This is an optimization exercise on Yosys and OpenROAD, whose aim is small area and a short achievable clock period, not a production implementation. The RTL was checked by simulation tests, not by an equivalence proof against the original design. Power figures rest on the tool's default switching activity, not on a simulated workload.

==> flow/design.v, too long to show whole: its modules and the start of the top module <==
// module pe_mac: 1227 lines
// module fa: 4 lines
// module ha: 4 lines
// module gpc: 3 lines
// module bpc: 4 lines
// module result_sel: 15 lines
// module asum_zw: 777 lines
// module quant: 2497 lines
// module pe_blk64: 137 lines
module pe_blk64 (
	input  wire        clk,
	input  wire        reset,
	input  wire [31:0] cfg_m0_scale,
	input  wire [7:0]  cfg_index,
	input  wire [15:0] cfg_z_of_weight,
	input  wire [7:0]  cfg_z3,
	input  wire        valid_din,
	input  wire        final_din,
	input  wire [63:0] act_din,
	input  wire [63:0] ker_din_0, ker_din_1, ker_din_2, ker_din_3,
	input  wire [63:0] ker_din_4, ker_din_5, ker_din_6, ker_din_7,
	input  wire [31:0] bias_din_0, bias_din_1, bias_din_2, bias_din_3,
	input  wire [31:0] bias_din_4, bias_din_5, bias_din_6, bias_din_7,
	output wire [63:0] pass_ker_dout_0, pass_ker_dout_1, pass_ker_dout_2, pass_ker_dout_3,
	output wire [63:0] pass_ker_dout_4, pass_ker_dout_5, pass_ker_dout_6, pass_ker_dout_7,
	output wire signed [31:0] pass_bias_dout_0, pass_bias_dout_1, pass_bias_dout_2, pass_bias_dout_3,
	output wire signed [31:0] pass_bias_dout_4, pass_bias_dout_5, pass_bias_dout_6, pass_bias_dout_7,
	output wire [7:0]  q_result_dout,
	output wire        valid_dout
);
  // ...
==> flow/run.sh <==
#!/bin/bash
# synth_recipe.tcl (not shown) runs the flow's synth.tcl, then flattens the netlist and writes it again
# the make line also repeats each setting of config.mk as NAME=value (left out here)
make -C /OpenROAD-flow-scripts/flow DESIGN_CONFIG=/design/flow/config.mk WORK_HOME=/design/flow/orfs CLKGATE_MAP_FILE= SYNTH_SCRIPT=/design/flow/synth_recipe.tcl finish
==> flow/config.mk <==
export PLATFORM = sky130hd
export DESIGN_NAME = pe_blk64
export DESIGN_NICKNAME = pe_blk64
export VERILOG_FILES = /design/flow/design.v
export SDC_FILE = /design/flow/constraint.sdc
export NUM_CORES = 4
export LEC_CHECK = 0
export CAP_MARGIN = 20
export CORE_MARGIN = 2
export CORE_UTILIZATION = 50
export PLACE_DENSITY = 0.62
export SETUP_SLACK_MARGIN = 5
export SLEW_MARGIN = 20
export SYNTH_HIERARCHICAL = 1
export SYNTH_MINIMUM_KEEP_SIZE = 0
==> flow/constraint.sdc <==
create_clock -name core_clock -period 10.0 [get_ports {clk}]
set_input_delay 2.0000 -clock core_clock [delete_from_list [all_inputs] [get_ports {clk}]]
set_output_delay 2.0000 -clock core_clock [all_outputs]
set_load 0.01 [all_outputs]
==> impl_metrics.ini, run 1 <==
[global_routing]
grt_pass1_wl_mm = 1280
grt_pass1_vias = 165000

[critical_path]
critPathArrivalTime_ns = 2.90
crit_fanout = 9
worst_path_dominant_cell_family = flip-flops
worstSetupPathType = reg -> out
r2r_slack_ns = 5.12
cp.depth = 1
start_kind = flop
rr_worst_depth = 14
crit_chain = clkdlybuf4s50_1
crit_path_start = ker_r[1][47]$_SDFF_PN0_

[power]
leakagePower_uw = 0.0800
top_power_group = combinational logic

[status]
status = no timing/DRC/antenna violations

[sta]
fin_crit_sh = 0.490
worst_pin_slew_ns = 1.34
slew_violations = 0
hold_violations = 0
timing.final.ws_setup_ns = 5.10

[floorplanning]
initial_core_util = 0.501
coreArea_um2 = 438000
die-area_um2 = 444000
fp-row-count = 243

[cells_and_area]
layout-area-overhead-vs-synth_pct = 13.6
drive_gt1_frac = 0.0576
final_cell_mix = fa_1, nand2_1, dfxtp_1
fillerInstances = 37200

[route]
vias = 157000

[clocking]
cts_tree = built
cts.sinks = 3064
postCtsSetupBuffers = 1

[worst_hold_path]
holdCritStartpoint = qd[11][0]$_DFF_P_
==> run 2, diff against run 1 <==
==> flow/flow/run.sh (new file) <==
#!/bin/bash
set -euo pipefail
bash standard.sh SETUP_SLACK_MARGIN=6.0 finish > orfs_make.log 2>&1
==> flow/standard.sh (new file) <==
#!/bin/bash
# synth_recipe.tcl (not shown) runs the flow's synth.tcl, then flattens the netlist and writes it again
# the make line also repeats each setting of config.mk as NAME=value (left out here)
make -C /OpenROAD-flow-scripts/flow DESIGN_CONFIG=/design/flow/config.mk WORK_HOME=/design/flow/orfs CLKGATE_MAP_FILE= SYNTH_SCRIPT=/design/flow/synth_recipe.tcl "${@:-finish}"
--- a/flow/config.mk
+++ b/flow/config.mk
@@ -9,7 +9,6 @@
 export CORE_MARGIN = 2
 export CORE_UTILIZATION = 50
 export PLACE_DENSITY = 0.62
-export SETUP_SLACK_MARGIN = 5
 export SLEW_MARGIN = 20
 export SYNTH_HIERARCHICAL = 1
 export SYNTH_MINIMUM_KEEP_SIZE = 0
removed: flow/run.sh
==> run 2 against run 1 <==
Net effect: area after synthesis stayed put; die area unchanged; setup slack gained 0.68 ns; global-route usage grew 0.29 points; combinational power rose by 6.6%; first-iteration DRC count grew 3.5%.
==> impl_metrics.ini, run 2 <==
[cells_and_area]
largest_registers = act_d (512), ker_r (512)
final_common_cell = fa_1
fin_nets = 26400
final_cell_mix = fa_1, nand2_1, dfxtp_1
fin_cells = 26300
layout-area-overhead-vs-synth_pct = 17.2
fillerInstances = 36600
drive_gt1_frac = 0.142

[worst_hold_path]
whs_path_depth = 0
hp-class = reg -> reg

[power]
p_comb_frac = 0.574
p_switching_uw = 33200
p_clk_frac = 0.170
switching_share = 0.438
seqPwrFrac = 0.255
internal_power_uw = 42600
power_density_nw_per_um2 = 295
leakagePower_uw = 0.0840
vdd_drop_max_uv = 485
power_uw = 75800

[floorplanning]
initial_core_util = 0.501
fp-row-count = 243
die_h_um = 666
coreArea_um2 = 438000
io_pins = 1677
die_w_um = 666
die-area_um2 = 444000

[status]
status = no timing/DRC/antenna violations

[critical_path]
start_kind = flop
critPathArrivalTime_ns = 5.10
end_kind = flop
crit_fanout = 24
rr_worst_depth = 14
cp.required_ns = 10.89
worstSetupPathType = reg -> reg

[synth]
yosysWarningCount = 20
synthesis.area_um2 = 219000
synthCells = 19300
syn_avg_cell_area_um2 = 11.3

[clocking]
cts_root_buf = clkbuf_16
cts_buffer_depth = 4
htree_levels = 5
cts_made_buffers = 336
cts_hold_buf = 0
cts_tree = built
path_clk_slew_ns = 0.06
clk_latency_ns = 1.01
cts.sinks = 3064

[place]
placed_cells = 25300
hpwlAfterDp_mm = 740
gp_congestion = 1.07
post-place-ws_ns = 4.82
io_buffers = 1673

[sta]
slew_violations = 0
setup_violations = 0
rsz0062_at_grt = true
tns_ns = 0
relSlewSlack = 0.255
finClkSkew_ns = 0.0688
hold_violations = 0
fin_crit_ns = 4.21
fin_crit_sh = 0.421
worst_pin_slew_ns = 1.12
max_freq_mhz = 237
hold_ws_ns = 0.322
timing.final.ws_setup_ns = 5.79

[global_routing]
antenna_found_initial = 114
grt_max_degree = 117
grt_pass1_wl_mm = 1290
gr-total-overflow = 0
track_usage = 0.417
grt_pass1_vias = 167000

[route]
drt_iter0_drc = 20400
wl_per_cell_um = 35.5
dr.pass1.iters = 9
vias_per_cell = 6.06
vias = 159000
drc = 0
antenna_left = 0
wl_mm = 933

[job]
max-cap-violations = 0
run 2: power groups by stage:
stage	registers (uW)	logic, uW	clock network (uW)
CTS	19200	41400	13000
global route	19400	47300	13500
finish	19400	43500	12900
global placement	19700	39100	0
detailed placement	19700	39700	0
floorplan	17000	25900	0
run 2: cell type report:
type,count,area (um^2),share of cell area
multi-input combinational,13700,149000,0.578
sequential,3064,64900,0.252
timing repair buffer,2161,21000,0.0815
clock buffer,451,9450,0.0367
tap,5757,7200,0.0280
inverter,985,3800,0.0148
clock inverter,156,1930,0.00749
antenna,62,155,0.000603
run 2: final timing paths:
kind,from,to,slack (ns)
worst max-delay path,fch[5]$_DFF_P_,uq.xbn[31]$_DFF_P_,5.79
worst min-delay path,qd[13][5]$_DFF_P_,qd[14][5]$_DFF_P_,0.32
worst max register to register,fch[5]$_DFF_P_,uq.xbn[31]$_DFF_P_,5.79
worst min register to register,qd[13][5]$_DFF_P_,qd[14][5]$_DFF_P_,0.32
run 2: metrics by stage:
step	utilization	instance area [um^2]
2_1_floorplan	-	219000
3_3_place_gp	0.543	238000
3_5_place_dp	0.543	238000
4_1_cts	0.583	255000
5_1_grt	0.587	257000
6_report	0.588	257000
run 2: repair_timing:
| item | 4_1_cts | 5_1_grt |
|---|---|---|
| setup endpoints to repair | 932 | 150 |
| gates resized for setup | 2423 | 349 |
| pin swaps | 78 | 102 |
| buffers inserted | 285 | 102 |
| cloned | 3 | 3 |
run 2: critical path, stage by stage, from the launching register on:
cell	delay [ns]
dfxtp_4	0.48
a22oi_1	0.60
nand4_1	0.17
inv_1	0.23
fa_1	0.47
fa_1	0.54
ha_4	0.23
and2_1	0.17
and2_1	0.17
a21o_1	0.18
a21o_1	0.19
a21o_1	0.19
xnor2_2	0.14
xnor2_2	0.22
inv_1	0.06
run 2: routing by layer:
metal	GRT usage	share of wire	wire length (um)
met2	0.613	0.43	401000
met4	0.248	0.074	69000
met1	0.522	0.36	336000
met5	0.00890	0.0013	1220
met3	0.160	0.14	126000
==> run 3, diff against run 2 <==
==> flow/flow/run.sh (replaced) <==
#!/bin/bash
set -euo pipefail
bash standard.sh SETUP_SLACK_MARGIN=6.5 "BUFFER_PORTS_ARGS=-buffer_cell sky130_fd_sc_hd__buf_2" CTS_CLUSTER_SIZE=30 CTS_CLUSTER_DIAMETER=65 finish > orfs_make.log 2>&1
==> run 3 against run 2 <==
Net effect: setup slack worse by 0.054 ns; sequential share of layout area down 1.2 points; clock power down 5%; design area up 8.3%; flip-flop and latch count unchanged; maximum frequency down 1.3%; area after synthesis unchanged; sequential power about the same.
==> impl_metrics.ini, run 3 <==
[place]
hpwlAfterDp_mm = 735
io_buffers = 1673
gp_congestion = 1.02

[global_routing]
gr-total-overflow = 0
grt_pass1_wl_mm = 1340
track_usage = 0.434
antenna_found_initial = 121
grt_pass1_vias = 178000
grt_max_degree = 130

[status]
status = no timing/DRC/antenna violations

[route]
wl_per_cell_um = 34.9
dr.pass1.iters = 12
drc = 0
wl_met2_mm = 428
antenna_left = 0
highest_layer = met5
vias = 167000
drt_iter0_drc = 20500
vias_per_cell = 6.00
routed-wl-met3_mm = 114
routedLengthMet1_mm = 345
wl_mm = 972

[critical_path]
critPathBufInv = 3
start_kind = flop
worst_path_dominant_cell_family = compound AO/OA/AOI/OAI gates
cpMostUsedCell = a21o_1
crit_fanout = 11
critPathArrivalTime_ns = 5.15
cp.required_ns = 10.88
end_kind = flop
slowest_stage = fa_1
critPathMaxStageDelay_ns = 0.56
worstSetupPathType = reg -> reg
crit_chain = buf_4 > a22oi_1 > nand4_1 > inv_1 > fa_1 > fa_1 > ha_4 > a21o_1 > a21o_1 > a21o_1 > a21o_1 > a21o_1 > xnor2_2 > xnor2_2 > inv_1

[cells_and_area]
fin_nets = 28000
final_cell_mix = nand2_1, fa_1, dfxtp_1
fin_util = 0.637
final_common_cell = nand2_1
layout-area-overhead-vs-synth_pct = 26.9
largest_registers = act_d (512), ker_r (512)
drive_gt1_frac = 0.361

[power]
power_uw = 78500
vdd_drop_max_uv = 412
power_density_nw_per_um2 = 282
leakagePower_uw = 0.0959

[sta]
finClkSkew_ns = 0.0861
relSlewSlack = 0.249
slew_violations = 0
max_freq_mhz = 234
rsz0062_at_grt = true
worst_pin_slew_ns = 1.12
fin_crit_ns = 4.27
tns_ns = 0
hold_violations = 0
hold_ws_ns = 0.331
setup_violations = 0
fin_crit_sh = 0.427

[floorplanning]
fp-row-count = 243
die_w_um = 666
io_pins = 1677
die-area_um2 = 444000
die_h_um = 666
initial_core_util = 0.501
coreArea_um2 = 438000

[worst_hold_path]
hp-class = reg -> reg

[synth]
syn_avg_cell_area_um2 = 11.3
synthCells = 19300
synthesis.area_um2 = 219000
yosysWarningCount = 20

[clocking]
cts_made_buffers = 273
cts.sinks = 3064
cts_tree = built
cts_buffer_depth = 4
cts_root_buf = clkbuf_16
htree_levels = 5
path_clk_slew_ns = 0.09
clk_latency_ns = 1.01

[job]
max-cap-violations = 0
==> run 3: cell type report <==
cell class	count	area, um^2
Clock buffer	306	7250
Multi-Input combinational cell	13700	153000
Antenna cell	57	143
Timing Repair inverter	1	7.51
Fill cell	33600	159000
Inverter	985	3850
Sequential cell	3064	66900
Timing Repair Buffer	3797	36700
Clock inverter	195	3240
Tap cell	5757	7200
==> run 3: what timing repair did <==
item,4_1_cts,5_1_grt
endpoints found under the setup margin,1456,674
resized for setup,4553,1036
hold buffers,0,0
pin swaps,416,670
cloned,5,1
setup buffers,1836,192
==> run 3: metal layers <==
layer	up-vias	track usage
met1	85400	0.537
li1	64500	-
met3	3799	0.133
met5	-	0.000109
met4	48	0.285
met2	13200	0.659
==> run 3: report_power, final <==
part / leakage [uW] / internal, uW / switching (uW) / total (uW)
clock: 0.00503 / 6160 / 6060 / 12200
combinational: 0.0646 / 21400 / 25700 / 47200
sequential: 0.0263 / 15800 / 3280 / 19100
total: 0.0959 / 43400 / 35100 / 78500
==> run 3: final timing paths <==
check                          from            endpoint  slack [ns]  cells after the start
setup / recovery     fch[9]$_DFF_P_  uq.xbn[31]$_DFF_P_        5.73                     15
hold / removal    qd[12][7]$_DFF_P_   qd[13][7]$_DFF_P_        0.33                      0
setup reg to reg     fch[9]$_DFF_P_  uq.xbn[31]$_DFF_P_        5.73                     15
hold reg to reg   qd[12][7]$_DFF_P_   qd[13][7]$_DFF_P_        0.33                      0
==> run 3: worst reg2reg max path: cells and delay by family, from the launching register on <==
| kind | cells | cell delay (ns) |
|---|---|---|
| compound gates | 6 | 1.46 |
| fa+ha+maj | 3 | 1.26 |
| buf+inv | 3 | 0.50 |
| xor+xnor | 2 | 0.40 |
| flops | 1 | 0.37 |
| simple gates | 1 | 0.16 |
==> run 3: stage by stage <==
| stage | worst slack, ns | instances | cell area, um^2 |
|---|---|---|---|
| after global placement | 4.91 | 25300 | 230000 |
| final | 5.73 | 27800 | 278000 |
| after floorplan | 6.36 | 19400 | 221000 |
| after global routing | 5.72 | 27800 | 278000 |
| after CTS | 5.74 | 27600 | 273000 |
| after detailed placement | 4.85 | 25300 | 230000 |

[re-timing with driven ports]
How much do the figures lean on ideal ports? The routed layouts below were timed once more, with nothing changed but the port constraints.
Step 1: set_driving_cell puts a clkbuf_16 on clk and a buf_2 on each other input, an assumption about the parent block.
Step 2 moves the port delays by t, midway between the first and last clock arrival at a register: inputs arrive t later, outputs are due t later. That takes back most of the time a late clock gives input paths.
a / b / c = ideal / step 1 / step 2; a / b = the first two.
run | t, ns | setup slack, ns | worst setup path after step 2 | slew at the worst register clock pin (ns) | cell pins on the clock port's net
run 1 | 1.106 | 5.103 / 4.970 / 5.122 | register to register | 0.08 / 0.08 | 1
run 2 | 1.112 | 5.786 / 5.786 / 5.786 | register to register | 0.08 / 0.08 | 1
run 3 | 1.116 | 5.732 / 5.732 / 5.732 | register to register | 0.11 / 0.11 | 1
After both steps every run listed still meets setup and hold.
